Context: an optimization exercise on an open-source flow, tuned for small area and a short achievable clock period. The choices shown serve that exercise and are no tape-out recipe.
RTL that was checked went through simulation tests only; none was proved equivalent to the original.
Power is estimated from default activity; no workload was simulated.

==> inputs of run G <==
==> flow/design.v (excerpt) <==
module PE #(
  parameter integer PE_BUF_ADDR_WIDTH   = 5,
  parameter integer OP_WIDTH            = 16,
  parameter integer ACC_WIDTH           = 16,
  parameter         LAYER_NORM          = "NO"
)
(
  input  wire                                         clk,
  input  wire                                         reset,
  input  wire                                         mask,
  input  wire  [ 10+2*PE_BUF_ADDR_WIDTH -1 : 0 ]      ctrl,
  input  wire                                         src_2_sel,
  input  wire  [ OP_WIDTH             -1 : 0 ]        read_data_0,
  input  wire  [ OP_WIDTH             -1 : 0 ]        read_data_1,
  input  wire  [ OP_WIDTH             -1 : 0 ]        read_data_2,
  output wire  [ OP_WIDTH             -1 : 0 ]        lrn_center,
  output wire  [ OP_WIDTH             -1 : 0 ]        write_data,
  output wire  [ OP_WIDTH             -1 : 0 ]        pe_buffer_read_data,
  input  wire                                         pe_neuron_read_req,
  input  wire  [ OP_WIDTH             -1 : 0 ]        pe_neuron_write_data,
  input  wire                                         pe_neuron_write_req,
  input  wire  [ PE_BUF_ADDR_WIDTH    -1 : 0 ]        pe_neuron_write_addr,
  output wire                                         write_valid
);
==> flow/config.mk <==
export PLATFORM = sky130hd
export DESIGN_NAME = PE
export DESIGN_NICKNAME = PE
export VERILOG_FILES = /design/flow/design.v
export SDC_FILE = /design/flow/constraint.sdc
export NUM_CORES = 4
export LEC_CHECK = 0
export ABC_CLOCK_PERIOD_IN_PS = 2800
export CAP_MARGIN = 20
export CORE_MARGIN = 2
export CORE_UTILIZATION = 60
export CTS_CLUSTER_DIAMETER = 80
export CTS_CLUSTER_SIZE = 28
export SETUP_SLACK_MARGIN = 3.9
export SLEW_MARGIN = 20
==> flow/constraint.sdc <==
create_clock -name core_clock -period 6.5 [get_ports {clk}]
set_input_delay 1.3000 -clock core_clock [delete_from_list [all_inputs] [get_ports {clk}]]
set_output_delay 1.3000 -clock core_clock [all_outputs]
set_load 0.01 [all_outputs]
run.sh (not shown) runs the stock make flow with config.mk's settings and CLKGATE_MAP_FILE= SYNTH_SCRIPT=/design/flow/synth_recipe.tcl, a recipe that flattens the netlist after the stock synthesis.
==> run R (differences from run G) <==
Settings changed: CTS_CLUSTER_DIAMETER 80 to not set, CTS_CLUSTER_SIZE 28 to not set.
==> metrics.csv <==
stage;metric;value;unit
pwr;seq-power;0.00806;W
drt;dr_wl_met2;47300;um
final_layout;fin_cells;3507;
worst_setup_path;reg2reg_from;norm_fifo.fifo_count[3];
final_layout;seq-cell-share;0.607;
global_routing;grtUsageTotal;0.274;
pwr;ir_drop;250;uV
outcome;status;finished clean;
pwr;intPower;0.0126;W
clock_network;insertion_delay;0.67;ns
clock_network;clk_pin_slew;0.06;ns
final_layout;buffers;228;
pwr;pg_comb;0.00245;W
global_routing;grt_util_met3;0.0422;
the above is filed under run R

==> metrics.csv <==
stage;metric;value;unit
drt;dr_wl_met2;47300;um
pwr;pg_comb;0.00248;W
final_layout;buffers;235;
final_layout;fin_cells;3400;
worst_setup_path;reg2reg_from;norm_fifo.fifo_count[1];
global_routing;grtUsageTotal;0.269;
global_routing;grt_util_met3;0.0346;
pwr;seq-power;0.00805;W
pwr;ir_drop;266;uV
clock_network;insertion_delay;0.63;ns
outcome;status;finished clean;
the above is filed under run G

No run of this note included a check of the RTL's function; only the layout flow was run.

---

==> inputs of trial 80 <==
Another version of the RTL of PE (not shown whole).
==> module fifo, before the edit <==
module fifo
#(
    parameter   DATA_WIDTH          = 16,
    parameter   ADDR_WIDTH          = 4,
    parameter   RAM_DEPTH           = (1 << ADDR_WIDTH)
)(
    input  wire                         clk,
    input  wire                         reset,
    input  wire                         push,
    input  wire                         pop,
    input  wire [ DATA_WIDTH -1 : 0 ]   data_in,
    output reg  [ DATA_WIDTH -1 : 0 ]   data_out
);
reg     [ADDR_WIDTH  :0]        head;
reg     [DATA_WIDTH-1:0]        mem[0:RAM_DEPTH-1];
wire empty = head[ADDR_WIDTH];
wire full  = (head == RAM_DEPTH - 1);
wire do_push = push && !full;
wire do_pop  = pop && !empty;
always @ (posedge clk)
begin
  if (reset)
    head <= {(ADDR_WIDTH+1){1'b1}};
  else if (do_push && !do_pop)
    head <= head + 1;
  else if (do_pop && !do_push)
    head <= head - 1;
end
integer i;
always @ (posedge clk)
  if (do_push) begin
    mem[0] <= data_in;
    for (i = 1; i < RAM_DEPTH; i = i + 1)
      mem[i] <= mem[i-1];
  end
reg [DATA_WIDTH-1:0] rd_mux;
integer k;
always @(*) begin
  rd_mux = {DATA_WIDTH{1'b0}};
  for (k = 0; k < RAM_DEPTH; k = k + 1)
    rd_mux = rd_mux | (mem[k] & {DATA_WIDTH{head[ADDR_WIDTH-1:0] == k}});
end
always @ (posedge clk)
  if (do_pop)
    data_out <= rd_mux;
endmodule
Settings: LEC_CHECK=0, ABC_CLOCK_PERIOD_IN_PS=2800, CAP_MARGIN=20, CORE_MARGIN=2, CORE_UTILIZATION=60, SETUP_SLACK_MARGIN=4.0, SLEW_MARGIN=20; clock period 6.5 ns.
standard.sh (not shown) runs the stock make flow with config.mk's settings and CLKGATE_MAP_FILE= SYNTH_SCRIPT=/design/flow/synth_recipe.tcl, a recipe that flattens the netlist after the stock synthesis.
==> flow/flow/run.sh <==
#!/bin/bash
set -e
export BUFFER_PORTS_ARGS="-buffer_cell sky130_fd_sc_hd__buf_1"
export CTS_ARGS="-sink_clustering_enable -repair_clock_nets -sink_clustering_size 28 -sink_clustering_max_diameter 80 -dont_use_dummy_load"
bash standard.sh > standard.log 2>&1
==> trial 53 (differences from trial 80) <==
--- a/flow/design.v
+++ b/flow/design.v
@@ -739,20 +739,20 @@
     input  wire [ DATA_WIDTH -1 : 0 ]   data_in,
     output reg  [ DATA_WIDTH -1 : 0 ]   data_out
 );
-reg     [ADDR_WIDTH  :0]        head;
+reg     [ADDR_WIDTH  :0]        fifo_count;
 reg     [DATA_WIDTH-1:0]        mem[0:RAM_DEPTH-1];
-wire empty = head[ADDR_WIDTH];
-wire full  = (head == RAM_DEPTH - 1);
+wire empty = (fifo_count == 0);
+wire full  = fifo_count[ADDR_WIDTH];
 wire do_push = push && !full;
 wire do_pop  = pop && !empty;
 always @ (posedge clk)
 begin
   if (reset)
-    head <= {(ADDR_WIDTH+1){1'b1}};
+    fifo_count <= 0;
   else if (do_push && !do_pop)
-    head <= head + 1;
+    fifo_count <= fifo_count + 1;
   else if (do_pop && !do_push)
-    head <= head - 1;
+    fifo_count <= fifo_count - 1;
 end
 integer i;
 always @ (posedge clk)
@@ -766,7 +766,7 @@
 always @(*) begin
   rd_mux = {DATA_WIDTH{1'b0}};
   for (k = 0; k < RAM_DEPTH; k = k + 1)
-    rd_mux = rd_mux | (mem[k] & {DATA_WIDTH{head[ADDR_WIDTH-1:0] == k}});
+    rd_mux = rd_mux | (mem[k] & {DATA_WIDTH{fifo_count == k + 1}});
 end
 always @ (posedge clk)
   if (do_pop)
Settings changed: CORE_UTILIZATION 60 to 78.
==> summary of the runs <==
- Trial 80 completed without violations. Trial 53 finished with timing, DRC and antenna clean.
- In trial 53 the cell count is lower than in trial 80, by about 6%.
- Between trial 80 and trial 53, the lower clock skew is in trial 80 (gap 3.9 ps).
- Of trial 80 and trial 53, trial 53 has the higher sequential share of layout area (gap 1.6 points).
- Worst hold slack: trial 53 is higher than trial 80 (24 ps).
- Flip-flop and latch count is the same in trial 53 and trial 80.
- Utilization: trial 80 is lower than trial 53 (20 points).
- In trial 80 the combinational power is larger than in trial 53, by 30%.
- Of trial 80 and trial 53, trial 53 has the higher critical path depth (gap 7).
- Between trial 53 and trial 80, the lower die area is in trial 53 (gap about 24%, measured against trial 80).
==> figures <==
                                                                               trial 53          trial 80
Number of cells on the critical path                                                  7                 0
Seq pwr share                                                                     0.611             0.571
Area overhead of the layout relative to synthesis                                 9.13%             10.4%
Worst EP required                                                               7000 ps           5200 ps
DP Worst Slack                                                                  2700 ps           2410 ps
Sequential share of cell area                                                     0.662             0.646
Run status                                                               finished clean    finished clean
Drt pass-1 iters                                                                      8                 6
Number of signal-net inverters in the final layout                                  104                97
Largest net degree at the start of global routing                                    99               190
Max Clock Skew                                                                  63.6 ps           59.7 ps
P_clk                                                                           3.08 mW           3.22 mW
Count of clock-net buffers in the final layout                                       43                46
First element of the critical path                                 pe_buffer.rd_addr[4]           ctrl[6]
Setup crit start kind                                                          register        input port
Area used by sequential logic in the layout                                  28,800 um2        28,800 um2
Sequential share of the synthesized area                                          0.718             0.709
Start point of the worst hold path                  fifo_out_delay.stages.din_delay[29]  MACC_pe.mode1[0]
Avg Inst Size Synth                                                            15.2 um2          15.3 um2
Number of vias per cell                                                            7.44              6.64
Only the layout flow was run in trial 80; the RTL was not checked for function there.

---

==> inputs of run a <==
Another version of the RTL of PE (not shown whole).
export LEC_CHECK = 0
export ABC_CLOCK_PERIOD_IN_PS = 2800
export CAP_MARGIN = 20
export CORE_MARGIN = 2
export CORE_UTILIZATION = 60
export SETUP_SLACK_MARGIN = 3.9
export SLEW_MARGIN = 20
create_clock -name core_clock -period 6.5 [get_ports {clk}]
run.sh (not shown) runs the stock make flow with config.mk's settings and CLKGATE_MAP_FILE= SYNTH_SCRIPT=/design/flow/synth_recipe.tcl, a recipe that flattens the netlist after the stock synthesis.
Stock flow here: none of the scripts above is used.
==> run b: changes against run a <==
--- a/flow/design.v
+++ b/flow/design.v
@@ -240,27 +240,21 @@
   wire t2c92;
   wire t2s93;
   wire t2c94;
   wire t2s95;
   wire t2c96;
   wire t2s97;
   wire t2c98;
-  wire t2x99;
-  wire t2x100;
-  wire t2x101;
-  wire t2x102;
-  wire t2x103;
-  wire t2x104;
-  wire t2x105;
-  wire t2x106;
-  wire t2x107;
-  wire t2x108;
-  wire t2x109;
-  wire t2x110;
-  wire t2x111;
+  wire t2s99;
+  wire t2s100;
+  wire t2s101;
+  wire t2s102;
+  wire t2s103;
+  wire t2s104;
+  wire t2s105;
   assign pp0_0 = (one1[0] & a1[0]) ^ neg1[0];
   assign pp0_1 = ((one1[0] & a1[1]) | (two1[0] & a1[0])) ^ neg1[0];
   assign pp0_2 = ((one1[0] & a1[2]) | (two1[0] & a1[1])) ^ neg1[0];
   assign pp0_3 = ((one1[0] & a1[3]) | (two1[0] & a1[2])) ^ neg1[0];
   assign pp0_4 = ((one1[0] & a1[4]) | (two1[0] & a1[3])) ^ neg1[0];
   assign pp0_5 = ((one1[0] & a1[5]) | (two1[0] & a1[4])) ^ neg1[0];
   assign pp0_6 = ((one1[0] & a1[6]) | (two1[0] & a1[5])) ^ neg1[0];
@@ -423,27 +417,21 @@
   assign t2c92 = (t2c74 & t2c76) | (t2c74 & t2s85) | (t2c76 & t2s85);
   assign t2s93 = t2s87 ^ t2s89 ^ t2c78;
   assign t2c94 = (t2s87 & t2s89) | (t2s87 & t2c78) | (t2s89 & t2c78);
   assign t2s95 = t2s91 ^ t2c80 ^ t2s93;
   assign t2c96 = (t2s91 & t2c80) | (t2s91 & t2s93) | (t2c80 & t2s93);
   assign t2s97 = t2c82 ^ t2s95;
   assign t2c98 = t2c82 & t2s95;
-  assign t2x99 = pp0_15 ^ pp1_13;
-  assign t2x100 = pp2_11 ^ pp3_9;
-  assign t2x101 = pp4_7 ^ pp5_5;
-  assign t2x102 = pp6_3 ^ pp7_1;
-  assign t2x103 = t2x100 ^ t2x101;
-  assign t2x104 = t2x102 ^ t2x99;
-  assign t2x105 = t2x103 ^ t2x104;
-  assign t2x106 = t2c86 ^ t2c88;
-  assign t2x107 = t2c90 ^ t2x105;
-  assign t2x108 = t2x106 ^ t2x107;
-  assign t2x109 = t2c92 ^ t2x108;
-  assign t2x110 = t2x109 ^ t2c94;
-  assign t2x111 = t2x110 ^ t2c96;
+  assign t2s99 = pp0_15 ^ pp1_13 ^ pp2_11;
+  assign t2s100 = pp3_9 ^ pp4_7 ^ pp5_5;
+  assign t2s101 = pp6_3 ^ pp7_1 ^ t2c86;
+  assign t2s102 = t2c88 ^ t2c90 ^ t2s100;
+  assign t2s103 = t2s99 ^ t2c92 ^ t2s101;
+  assign t2s104 = t2s102 ^ t2c94 ^ t2s103;
+  assign t2s105 = t2c96 ^ t2s104;
   reg  p2_0_0;
   reg  p2_0_1;
   reg  p2_1_0;
   reg  p2_2_0;
   reg  p2_2_1;
   reg  p2_3_0;
   reg  p2_3_1;
@@ -500,23 +488,29 @@
     p2_11_1 <= t2s59;
     p2_12_0 <= t2c60;
     p2_12_1 <= t2s71;
     p2_13_0 <= t2s81;
     p2_13_1 <= t2s83;
     p2_14_0 <= t2c84;
     p2_14_1 <= t2s97;
-    p2_15_0 <= t2x111;
-    p2_15_1 <= t2c98;
+    p2_15_0 <= t2c98;
+    p2_15_1 <= t2s105;
     add2  <= add1;
     mode2 <= mode1;
     en2   <= en1;
     clr2  <= clr1;
   end
   reg  [15:0] acc;
   wire [15:0] dadd = mode2[0] ? acc : mode2[1] ? add2 : 16'd0;
+  wire t3s106;
+  wire t3c107;
+  wire t3s108;
+  wire t3c109;
+  wire t3s110;
+  wire t3c111;
   wire t3s112;
   wire t3c113;
   wire t3s114;
   wire t3c115;
   wire t3s116;
   wire t3c117;
   wire t3s118;
@@ -534,55 +528,47 @@
   wire t3s130;
   wire t3c131;
   wire t3s132;
   wire t3c133;
   wire t3s134;
   wire t3c135;
   wire t3s136;
-  wire t3c137;
-  wire t3s138;
-  wire t3c139;
-  wire t3s140;
-  wire t3c141;
-  wire t3x142;
-  wire t3x143;
-  assign t3s112 = p2_0_0 ^ p2_0_1;
-  assign t3c113 = p2_0_0 & p2_0_1;
-  assign t3s114 = p2_1_0 ^ t3c113;
-  assign t3c115 = p2_1_0 & t3c113;
-  assign t3s116 = p2_2_0 ^ p2_2_1 ^ dadd[2];
-  assign t3c117 = (p2_2_0 & p2_2_1) | (p2_2_0 & dadd[2]) | (p2_2_1 & dadd[2]);
-  assign t3s118 = p2_3_0 ^ p2_3_1 ^ dadd[3];
-  assign t3c119 = (p2_3_0 & p2_3_1) | (p2_3_0 & dadd[3]) | (p2_3_1 & dadd[3]);
-  assign t3s120 = p2_4_0 ^ p2_4_1 ^ dadd[4];
-  assign t3c121 = (p2_4_0 & p2_4_1) | (p2_4_0 & dadd[4]) | (p2_4_1 & dadd[4]);
-  assign t3s122 = p2_5_0 ^ p2_5_1 ^ dadd[5];
-  assign t3c123 = (p2_5_0 & p2_5_1) | (p2_5_0 & dadd[5]) | (p2_5_1 & dadd[5]);
-  assign t3s124 = p2_6_0 ^ p2_6_1 ^ dadd[6];
-  assign t3c125 = (p2_6_0 & p2_6_1) | (p2_6_0 & dadd[6]) | (p2_6_1 & dadd[6]);
-  assign t3s126 = p2_7_0 ^ p2_7_1 ^ dadd[7];
-  assign t3c127 = (p2_7_0 & p2_7_1) | (p2_7_0 & dadd[7]) | (p2_7_1 & dadd[7]);
-  assign t3s128 = p2_8_0 ^ p2_8_1 ^ dadd[8];
-  assign t3c129 = (p2_8_0 & p2_8_1) | (p2_8_0 & dadd[8]) | (p2_8_1 & dadd[8]);
-  assign t3s130 = p2_9_0 ^ p2_9_1 ^ dadd[9];
-  assign t3c131 = (p2_9_0 & p2_9_1) | (p2_9_0 & dadd[9]) | (p2_9_1 & dadd[9]);
-  assign t3s132 = p2_10_0 ^ p2_10_1 ^ dadd[10];
-  assign t3c133 = (p2_10_0 & p2_10_1) | (p2_10_0 & dadd[10]) | (p2_10_1 & dadd[10]);
-  assign t3s134 = p2_11_0 ^ p2_11_1 ^ dadd[11];
-  assign t3c135 = (p2_11_0 & p2_11_1) | (p2_11_0 & dadd[11]) | (p2_11_1 & dadd[11]);
-  assign t3s136 = p2_12_0 ^ p2_12_1 ^ dadd[12];
-  assign t3c137 = (p2_12_0 & p2_12_1) | (p2_12_0 & dadd[12]) | (p2_12_1 & dadd[12]);
-  assign t3s138 = p2_13_0 ^ p2_13_1 ^ dadd[13];
-  assign t3c139 = (p2_13_0 & p2_13_1) | (p2_13_0 & dadd[13]) | (p2_13_1 & dadd[13]);
-  assign t3s140 = p2_14_0 ^ p2_14_1 ^ dadd[14];
-  assign t3c141 = (p2_14_0 & p2_14_1) | (p2_14_0 & dadd[14]) | (p2_14_1 & dadd[14]);
-  assign t3x142 = p2_15_0 ^ p2_15_1;
-  assign t3x143 = t3x142 ^ dadd[15];
-  wire [15:0] rx = {t3x143, t3c139, t3c137, t3c135, t3c133, t3c131, t3c129, t3c127, t3c125, t3c123, t3c121, t3c119, t3c117, t3c115, dadd[1], dadd[0]};
-  wire [15:0] ry = {t3c141, t3s140, t3s138, t3s136, t3s134, t3s132, t3s130, t3s128, t3s126, t3s124, t3s122, t3s120, t3s118, t3s116, t3s114, t3s112};
+  assign t3s106 = p2_0_0 ^ p2_0_1;
+  assign t3c107 = p2_0_0 & p2_0_1;
+  assign t3s108 = p2_1_0 ^ t3c107;
+  assign t3c109 = p2_1_0 & t3c107;
+  assign t3s110 = p2_2_0 ^ p2_2_1 ^ dadd[2];
+  assign t3c111 = (p2_2_0 & p2_2_1) | (p2_2_0 & dadd[2]) | (p2_2_1 & dadd[2]);
+  assign t3s112 = p2_3_0 ^ p2_3_1 ^ dadd[3];
+  assign t3c113 = (p2_3_0 & p2_3_1) | (p2_3_0 & dadd[3]) | (p2_3_1 & dadd[3]);
+  assign t3s114 = p2_4_0 ^ p2_4_1 ^ dadd[4];
+  assign t3c115 = (p2_4_0 & p2_4_1) | (p2_4_0 & dadd[4]) | (p2_4_1 & dadd[4]);
+  assign t3s116 = p2_5_0 ^ p2_5_1 ^ dadd[5];
+  assign t3c117 = (p2_5_0 & p2_5_1) | (p2_5_0 & dadd[5]) | (p2_5_1 & dadd[5]);
+  assign t3s118 = p2_6_0 ^ p2_6_1 ^ dadd[6];
+  assign t3c119 = (p2_6_0 & p2_6_1) | (p2_6_0 & dadd[6]) | (p2_6_1 & dadd[6]);
+  assign t3s120 = p2_7_0 ^ p2_7_1 ^ dadd[7];
+  assign t3c121 = (p2_7_0 & p2_7_1) | (p2_7_0 & dadd[7]) | (p2_7_1 & dadd[7]);
+  assign t3s122 = p2_8_0 ^ p2_8_1 ^ dadd[8];
+  assign t3c123 = (p2_8_0 & p2_8_1) | (p2_8_0 & dadd[8]) | (p2_8_1 & dadd[8]);
+  assign t3s124 = p2_9_0 ^ p2_9_1 ^ dadd[9];
+  assign t3c125 = (p2_9_0 & p2_9_1) | (p2_9_0 & dadd[9]) | (p2_9_1 & dadd[9]);
+  assign t3s126 = p2_10_0 ^ p2_10_1 ^ dadd[10];
+  assign t3c127 = (p2_10_0 & p2_10_1) | (p2_10_0 & dadd[10]) | (p2_10_1 & dadd[10]);
+  assign t3s128 = p2_11_0 ^ p2_11_1 ^ dadd[11];
+  assign t3c129 = (p2_11_0 & p2_11_1) | (p2_11_0 & dadd[11]) | (p2_11_1 & dadd[11]);
+  assign t3s130 = p2_12_0 ^ p2_12_1 ^ dadd[12];
+  assign t3c131 = (p2_12_0 & p2_12_1) | (p2_12_0 & dadd[12]) | (p2_12_1 & dadd[12]);
+  assign t3s132 = p2_13_0 ^ p2_13_1 ^ dadd[13];
+  assign t3c133 = (p2_13_0 & p2_13_1) | (p2_13_0 & dadd[13]) | (p2_13_1 & dadd[13]);
+  assign t3s134 = p2_14_0 ^ p2_14_1 ^ dadd[14];
+  assign t3c135 = (p2_14_0 & p2_14_1) | (p2_14_0 & dadd[14]) | (p2_14_1 & dadd[14]);
+  assign t3s136 = p2_15_0 ^ p2_15_1 ^ dadd[15];
+  wire [15:0] rx = {t3c135, t3c133, t3c131, t3c129, t3c127, t3c125, t3c123, t3c121, t3c119, t3c117, t3c115, t3c113, t3c111, t3c109, dadd[1], dadd[0]};
+  wire [15:0] ry = {t3s136, t3s134, t3s132, t3s130, t3s128, t3s126, t3s124, t3s122, t3s120, t3s118, t3s116, t3s114, t3s112, t3s110, t3s108, t3s106};
   always @(posedge clk) begin
     if (reset || clr2)
       acc <= 16'd0;
     else if (en2)
       acc <= rx + ry;
   end
   assign out = acc;
Settings changed: CORE_UTILIZATION 60 to 40, SETUP_SLACK_MARGIN 3.9 to 3.6.
==> comparison <==
Synthesized cell count: run a is smaller than run b (about 4%).
In run b the utilization is lower than in run a, by 24 points.
Of run a and run b, run a has the higher clock skew (gap 5.0 ps).
In register-to-register slack, run b and run a hardly differ.
Maximum frequency is about the same in run b and run a.
==> figures <==
quantity                                                    run b       run a
Complex-gate fraction of the synthesized area              0.0396      0.0272
Sequential-to-total area share from yosys stat              0.708       0.710
Final HPWL DP                                           60,800 um   57,100 um
Mux contribution to synthesized area                        0.142       0.159
Result of the run                no timing/DRC/antenna violations  no timing/DRC/antenna violations
Sw frac                                                     0.262       0.267
Layout cells sized above 1                                  0.265       0.318
Top cell type's share of synthesized area                   0.583       0.585
Multi-input logic portion of the cell area                  0.234       0.243
Final std cells w/o fill                                    3,838       3,334
Clock buffers and inverters, area share                    0.0783      0.0681
Minimum period implied by the final worst setup slack     3170 ps     3170 ps
No functional check of the RTL was part of any run of this note.

-- afterwards: timing with drivers on the ports --
The results above use ideal ports. As a check the final layouts listed here were re-extracted and re-timed, cells and wires unchanged. Step 1 assumes that a clkbuf_16 drives the clock port and a buf_2 every other input. Step 2 times the ports against the registers' clock, not the clock port: input delays grow and output delays shrink by t, the midpoint of the rising clock arrivals with the driver on. a / b / c = ideal ports / drivers / drivers and shift; a / b = the first two.
| run | t (ns) | setup WS [ns] | hold slack, ns | worst slew at a driven data input, ns |
|---|---|---|---|---|
| run G | 0.687 | 3.900 / 3.859 / 3.313 | 0.322 / 0.322 / 0.322 | 0.14 |
| run R | 0.728 | 3.900 / 3.859 / 3.290 | 0.322 / 0.322 / 0.322 | 0.13 |
| trial 80 | 0.682 | 3.900 / 3.859 / 3.311 | 0.312 / 0.312 / 0.312 | 0.12 |
| trial 53 | 0.684 | 3.871 / 3.859 / 3.404 | 0.336 / 0.336 / 0.336 | 0.11 |
| run a | 0.714 | 3.328 / 3.328 / 3.160 | 0.310 / 0.310 / 0.310 | 0.08 |
| run b | 0.741 | 3.333 / 3.333 / 2.982 | 0.321 / 0.321 / 0.321 | 0.06 |
After both steps setup and hold are still met in every run listed. For run R, which loses most, drivers alone change the setup slack by -0.041 ns; drivers and shift together by -0.610 ns.
